This is an optimization exercise on Yosys and OpenROAD, whose aim is small area, not a production implementation. RTL that was checked went through simulation tests only; none was proved equivalent to the original. Power figures rest on the tool's default switching activity, not on a simulated workload.

Setup of build 54:
==> flow/design.v (excerpt) <==
module top_mem_ctrl
  (
    input wire HCLK,
    input wire HRESETn,
    input wire [31:0] HADDR,
    input wire [2:0] HBURST,
    input wire [3:0] HPROT,
    input wire [2:0] HSIZE,
    input wire [1:0] HTRANS,
    input wire [31:0] HWDATA,
    input wire HWRITE,
    input wire HREADYIN,
    input wire HSEL,
    output wire [31:0] HRDATA,
    output wire HRESP,
    output wire HREADYOUT,
    input wire [31:0] MEM_RDATA,
    output wire [31:0] MEM_WDATA,
    output wire [11:0] MEM_ADDR,
    output wire [1:0] MEM_BA,
    output wire MEM_CKE,
    output wire MEM_CSn,
    output wire MEM_RASn,
    output wire MEM_CASn,
    output wire MEM_WEn,
    output wire [3:0] MEM_DQM
  );
export LEC_CHECK = 0
export CAP_MARGIN = 20
export CORE_MARGIN = 2
export CORE_UTILIZATION = 60
export CTS_BUF_LIST = sky130_fd_sc_hd__clkbuf_4 sky130_fd_sc_hd__clkbuf_8
export SLEW_MARGIN = 20
create_clock -name core_clock -period 10.0 [get_ports {HCLK}]
run.sh (not shown) runs the stock make flow with config.mk's settings and CLKGATE_MAP_FILE= SYNTH_SCRIPT=/design/flow/synth_recipe.tcl, a recipe that flattens the netlist after the stock synthesis.
Build 54 ran to completion and came out clean on the timing, DRC and antenna checks.
[inputs] build 33 vs build 54
diff --git a/flow/config.mk b/flow/config.mk
--- a/flow/config.mk
+++ b/flow/config.mk
@@ -9,4 +9,3 @@
 export CORE_MARGIN = 2
-export CORE_UTILIZATION = 60
-export CTS_BUF_LIST = sky130_fd_sc_hd__clkbuf_4 sky130_fd_sc_hd__clkbuf_8
+export CORE_UTILIZATION = 40
 export SLEW_MARGIN = 20
--- outcome ---
Looking only at part of the total power dissipated in the clock network, and setting everything else aside, the higher value of build 33 and build 54 goes to build 33.
Pin slew with the least headroom to its limit: build 33 and build 54 compared, lower one is build 33
Delta(number of clock buffers inserted by TritonCTS, build 33 - build 54) < 0
Taking build 54 as the reference, in build 33 post-route clock period utilization climbed 0.36 points, hold path depth barely changed, standard cell core area moved up, half-perimeter wire length after placement higher, share of final-layout standard cells stronger than drive strength 1 decreased by 2.1 points relative to the old numbers.
Diff build 54 -> build 33: multi-input logic area stayed essentially flat; final design area excluding fillers picked up an extra 2.9%.
Changes in build 37 relative to build 33:
diff --git a/flow/config.mk b/flow/config.mk
--- a/flow/config.mk
+++ b/flow/config.mk
@@ -9,3 +9,6 @@
 export CORE_MARGIN = 2
-export CORE_UTILIZATION = 40
+export CORE_UTILIZATION = 60
+export CTS_BUF_LIST = sky130_fd_sc_hd__clkbuf_16
+export CTS_CLUSTER_DIAMETER = 80
+export CTS_CLUSTER_SIZE = 35
 export SLEW_MARGIN = 20
Results
Delta (build 37 minus build 33): summed area of non-filler cells in the final layout fell 5.9%, via count of the first global-routing pass fell by 245, ratio of final minimum period to clock period saw a decrease, die extent in x moved down. Of build 37 and build 33, the lower global-route usage belongs to build 33. Measured against each other, build 37 and build 33 differ in fraction of final layout cells with drive strength greater than 1, the lower figure coming from build 37. Build 37 finished end to end and its layout was clean on timing, DRC and antenna. Non-clock buffer count in build 37 is 5.4% below build 33. [compare] base=build 33 new=build 37: switching power of the nets now sits lower, worst setup slack after layout moved up.
Relative to build 37, the following input files were edited for build 81:
diff --git a/flow/config.mk b/flow/config.mk
--- a/flow/config.mk
+++ b/flow/config.mk
@@ -10,5 +10,5 @@
 export CORE_UTILIZATION = 60
-export CTS_BUF_LIST = sky130_fd_sc_hd__clkbuf_16
-export CTS_CLUSTER_DIAMETER = 80
-export CTS_CLUSTER_SIZE = 35
+export CTS_BUF_LIST = sky130_fd_sc_hd__clkbuf_8
+export CTS_CLUSTER_DIAMETER = 60
+export CTS_CLUSTER_SIZE = 20
 export SLEW_MARGIN = 20
Results
In the tables for build 37 and build 81, met3 demand-to-capacity share in global routing reads higher with build 81. Comparing build 37 against build 81, there is no change at all in setup TNS after final layout. Comparing build 37 and build 81, the higher ratio of cells with drive above 1 in the final layout is on build 81. Comparing build 37 and build 81, fmax is higher on build 37. From build 37 to build 81 the numbers moved as follows: leakage dissipation held, worst endpoint data arrival time went up 0.10 ns, synthesized cell area held, final standard cell area without fillers held.

top_mem_ctrl, a different RTL version from the one above (not shown whole).
Size: ~720 cells after synthesis, about 300 flip-flops, roughly 200 I/O pins, about 8900 µm² of cells after synthesis.
Settings: LEC_CHECK=0, CAP_MARGIN=20, CORE_MARGIN=2, CORE_UTILIZATION=65, CTS_BUF_LIST=sky130_fd_sc_hd__clkbuf_8, CTS_CLUSTER_DIAMETER=60, CTS_CLUSTER_SIZE=20, SLEW_MARGIN=20; clock period 10.0 ns.
standard.sh (not shown) runs the stock make flow with config.mk's settings and CLKGATE_MAP_FILE= SYNTH_SCRIPT=/design/flow/synth_recipe.tcl, a recipe that flattens the netlist after the stock synthesis.
==> flow/flow/run.sh <==
#!/bin/bash
# Standard ORFS layout (the standard.sh) with these changes:
#  - synthesis maps logic with an area-oriented ABC script (flow/abc_area.script)
#    instead of ORFS's speed script, and leaves adders to ABC instead of
#    mapping them to half/full adder cells first (ADDER_MAP_FILE empty);
#    everything else in synthesis, including flip-flop mapping, is the
#    standard synthesis script, run unchanged
#  - ports are buffered with the smallest buffer (buf_1); every port still
#    gets its buffer
#  - clock tree synthesis uses clkbuf_8 and inserts no dummy loads
#  - the constant outputs keep synthesis's two tie cells (one tie-high and
#    one tie-low) instead of getting one tie cell each
# Each tool's log stays in orfs/logs; make's own output goes to
# standard_flow.log in the work folder.
set -euo pipefail
W=$(pwd)
orig=$(grep -o 'SYNTH_SCRIPT=[^ ]*' standard.sh | head -1 | cut -d= -f2)
cat > "$W/my_synth.tcl" <<EOT
proc abc {args} {
  set i [lsearch -exact \$args -script]
  if {\$i >= 0} { set args [lreplace \$args \$i [expr {\$i+1}] -script $W/flow/abc_area.script] }
  yosys abc {*}\$args
}
source $orig
EOT
sed "s#SYNTH_SCRIPT=[^ ]*#SYNTH_SCRIPT=$W/my_synth.tcl ADDER_MAP_FILE=#" standard.sh > my_standard.sh
export SKIP_REPAIR_TIE_FANOUT=1
export BUFFER_PORTS_ARGS="-buffer_cell sky130_fd_sc_hd__buf_1"
export CTS_ARGS="-sink_clustering_enable -repair_clock_nets -dont_use_dummy_load -sink_clustering_size 20 -sink_clustering_max_diameter 60 -buf_list sky130_fd_sc_hd__clkbuf_8 -root_buf sky130_fd_sc_hd__clkbuf_4"
bash my_standard.sh finish > standard_flow.log 2>&1
==> flow/flow/abc_area.script <==
strash
dch -f
amap
&get -n
&st
&dch -f
&nf -R 1000
&put
&get -n
&st
&dch -f
&nf -R 1000
&put
topo
stime -c
Then changed:
--- a/flow/flow/run.sh
+++ b/flow/flow/run.sh
@@ -10 +10,2 @@
-#  - clock tree synthesis uses clkbuf_8 and inserts no dummy loads
+#  - clock tree synthesis uses clkbuf_8 (clkbuf_4 at the root) and inserts
+#    no dummy loads
=> The new run went through all stages and came out clean. Power is unchanged. Cell area stays the same. Wire length is unchanged. Fmax is unchanged. Synthesized area stays the same. Setup slack does not change.
Then changed:
--- a/flow/flow/run.sh
+++ b/flow/flow/run.sh
@@ -10,2 +10 @@
-#  - clock tree synthesis uses clkbuf_8 (clkbuf_4 at the root) and inserts
-#    no dummy loads
+#  - clock tree synthesis uses clkbuf_8 and inserts no dummy loads
@@ -30 +29 @@
-export CTS_ARGS="-sink_clustering_enable -repair_clock_nets -dont_use_dummy_load -sink_clustering_size 20 -sink_clustering_max_diameter 60 -buf_list sky130_fd_sc_hd__clkbuf_8 -root_buf sky130_fd_sc_hd__clkbuf_4"
+export CTS_ARGS="-sink_clustering_enable -repair_clock_nets -dont_use_dummy_load -sink_clustering_size 20 -sink_clustering_max_diameter 60 -buf_list sky130_fd_sc_hd__clkbuf_8"
The new run passed the timing, DRC and antenna checks.
Critical path depth stays the same.
Via count went down by 0.36%.
Synthesized area is unchanged.
Then changed:
--- a/flow/flow/run.sh
+++ b/flow/flow/run.sh
@@ -29 +29 @@
-export CTS_ARGS="-sink_clustering_enable -repair_clock_nets -dont_use_dummy_load -sink_clustering_size 20 -sink_clustering_max_diameter 60 -buf_list sky130_fd_sc_hd__clkbuf_8"
+export CTS_ARGS="-sink_clustering_enable -repair_clock_nets -dont_use_dummy_load -sink_clustering_size 20 -sink_clustering_max_diameter 60 -buf_list \"sky130_fd_sc_hd__clkbuf_4 sky130_fd_sc_hd__clkbuf_8\""
CTS_BUF_LIST = sky130_fd_sc_hd__clkbuf_4 sky130_fd_sc_hd__clkbuf_8   (was sky130_fd_sc_hd__clkbuf_8)
The new run finished clean.
Fmax is unchanged.
Via count stays the same.
Utilization does not change.
Count of clock-buffer cells in the layout is unchanged.

Setup of old:
Another version of the RTL of top_mem_ctrl (not shown whole).
Size in the first run: roughly 730 cells after synthesis.
==> flow/design.v (excerpt) <==
module top_mem_ctrl
  (
    input wire HCLK,
    input wire HRESETn,
    input wire [31:0] HADDR,
    input wire [2:0] HBURST,
    input wire [3:0] HPROT,
    input wire [2:0] HSIZE,
    input wire [1:0] HTRANS,
    input wire [31:0] HWDATA,
    input wire HWRITE,
    input wire HREADYIN,
    input wire HSEL,
    output wire [31:0] HRDATA,
    output wire HRESP,
    output wire HREADYOUT,
    input wire [31:0] MEM_RDATA,
    output wire [31:0] MEM_WDATA,
    output wire [11:0] MEM_ADDR,
    output wire [1:0] MEM_BA,
    output wire MEM_CKE,
    output wire MEM_CSn,
    output wire MEM_RASn,
    output wire MEM_CASn,
    output wire MEM_WEn,
    output wire [3:0] MEM_DQM
  );
clock: 10.0 ns
lec_check: 0
cap_margin: 20
core_margin: 2
core_utilization: 65
cts_buf_list: sky130_fd_sc_hd__clkbuf_8
cts_cluster_diameter: 80
cts_cluster_size: 18
slew_margin: 20
==> flow/flow/run.sh <==
#!/bin/bash
# Standard ORFS layout (the standard.sh) with these changes:
#  - synthesis maps logic with an area-oriented ABC script (flow/abc_area.script)
#    instead of ORFS's speed script, and leaves adders to ABC instead of
#    mapping them to half/full adder cells first (ADDER_MAP_FILE empty);
#    everything else in synthesis, including flip-flop mapping, is the
#    standard synthesis script, run unchanged
#  - ports are buffered with the smallest buffer (buf_1); every port still
#    gets its buffer
#  - clock tree synthesis uses clkbuf_8 and inserts no dummy loads
# Each tool's log stays in orfs/logs; make's own output goes to
# standard_flow.log in the work folder.
set -euo pipefail
W=$(pwd)
orig=$(grep -o 'SYNTH_SCRIPT=[^ ]*' standard.sh | head -1 | cut -d= -f2)
cat > "$W/my_synth.tcl" <<EOT
proc abc {args} {
  set i [lsearch -exact \$args -script]
  if {\$i >= 0} { set args [lreplace \$args \$i [expr {\$i+1}] -script $W/flow/abc_area.script] }
  yosys abc {*}\$args
}
source $orig
EOT
sed "s#SYNTH_SCRIPT=[^ ]*#SYNTH_SCRIPT=$W/my_synth.tcl ADDER_MAP_FILE=#" standard.sh > my_standard.sh
export BUFFER_PORTS_ARGS="-buffer_cell sky130_fd_sc_hd__buf_1"
export CTS_ARGS="-sink_clustering_enable -repair_clock_nets -dont_use_dummy_load -sink_clustering_size 18 -sink_clustering_max_diameter 80 -buf_list sky130_fd_sc_hd__clkbuf_8"
bash my_standard.sh finish > standard_flow.log 2>&1
Scripts as last shown in full above: flow/flow/abc_area.script
## Diff of input files: new against old
# old
export LEC_CHECK = 0
export CAP_MARGIN = 20
export CORE_MARGIN = 2
export CORE_UTILIZATION = 65
export CTS_BUF_LIST = sky130_fd_sc_hd__clkbuf_8
export CTS_CLUSTER_DIAMETER = 80
export CTS_CLUSTER_SIZE = 18
export SLEW_MARGIN = 20
create_clock -name core_clock -period 10.0 [get_ports {HCLK}]
# new
export LEC_CHECK = 0
export CAP_MARGIN = 20
export CORE_MARGIN = 2
export CORE_UTILIZATION = 65
export CTS_BUF_LIST = sky130_fd_sc_hd__clkbuf_8
export CTS_CLUSTER_DIAMETER = 60
export CTS_CLUSTER_SIZE = 20
export SLEW_MARGIN = 20
create_clock -name core_clock -period 10.0 [get_ports {HCLK}]
-- flow/flow/run.sh --
<<< old, line 26
export CTS_ARGS="-sink_clustering_enable -repair_clock_nets -dont_use_dummy_load -sink_clustering_size 18 -sink_clustering_max_diameter 80 -buf_list sky130_fd_sc_hd__clkbuf_8"
>>> new, line 26
export CTS_ARGS="-sink_clustering_enable -repair_clock_nets -dont_use_dummy_load -sink_clustering_size 20 -sink_clustering_max_diameter 60 -buf_list sky130_fd_sc_hd__clkbuf_8"
[summary]
On worst setup slack, old loses to new.
On total power, new and old are basically level.
Core utilization of the finished layout: old vs new, no meaningful difference
Against old, new reports a total of clock buffers placed in the layout that is lower.
Comparing old against new, there is no change at all in cell depth of the worst flop-to-flop path.
For non-filler instance count after layout, new and old come out practically identical.
Taking old as the reference, in new via count roughly the same; multi-input logic area roughly the same; biggest cell delay along the critical path lower.
Changes observed in new relative to old: overall routing resource usage barely changed; power spent charging and discharging nets roughly the same.
No run of this note included a check of the RTL's function; only the layout flow was run.

[static timing again, ports no longer ideal]
Ports are ideal in the flow. The routed layouts listed here were re-timed in OpenROAD. Step 1 (the two cells are an assumption about what drives the block):
set clk [get_ports {HCLK}]
set_driving_cell -lib_cell sky130_fd_sc_hd__clkbuf_16 $clk
set_driving_cell -lib_cell sky130_fd_sc_hd__buf_2 [delete_from_list [all_inputs] $clk]
Step 2 also shifts input and output timing later by t, the mid clock arrival at the registers, as if the neighbouring blocks saw the same clock. Slacks: ideal ports / drivers / drivers and shift; pairs: ideal ports / drivers.
run | t (ns) | setup slack, ns | worst register clock-pin slew, ns
build 54 | 0.591 | 4.536 / 4.495 / 4.742 | 0.07 / 0.07
build 33 | 0.555 | 4.500 / 4.451 / 4.756 | 0.06 / 0.06
build 37 | 0.534 | 4.614 / 4.568 / 4.765 | 0.12 / 0.12
build 81 | 0.591 | 4.514 / 4.474 / 4.765 | 0.12 / 0.12
the first run of note 2 | 0.616 | 4.023 / 3.997 / 4.613 | 0.11 / 0.11
the second run of note 2 | 0.616 | 4.023 / 3.997 / 4.613 | 0.11 / 0.11
the third run of note 2 | 0.514 | 4.148 / 4.121 / 4.635 | 0.11 / 0.11
the fourth run of note 2 | 0.514 | 4.148 / 4.121 / 4.635 | 0.11 / 0.11
old | 0.526 | 4.518 / 4.483 / 5.008 | 0.11 / 0.11
new | 0.534 | 4.532 / 4.496 / 5.031 | 0.11 / 0.11
After both steps every run listed still meets setup and hold.
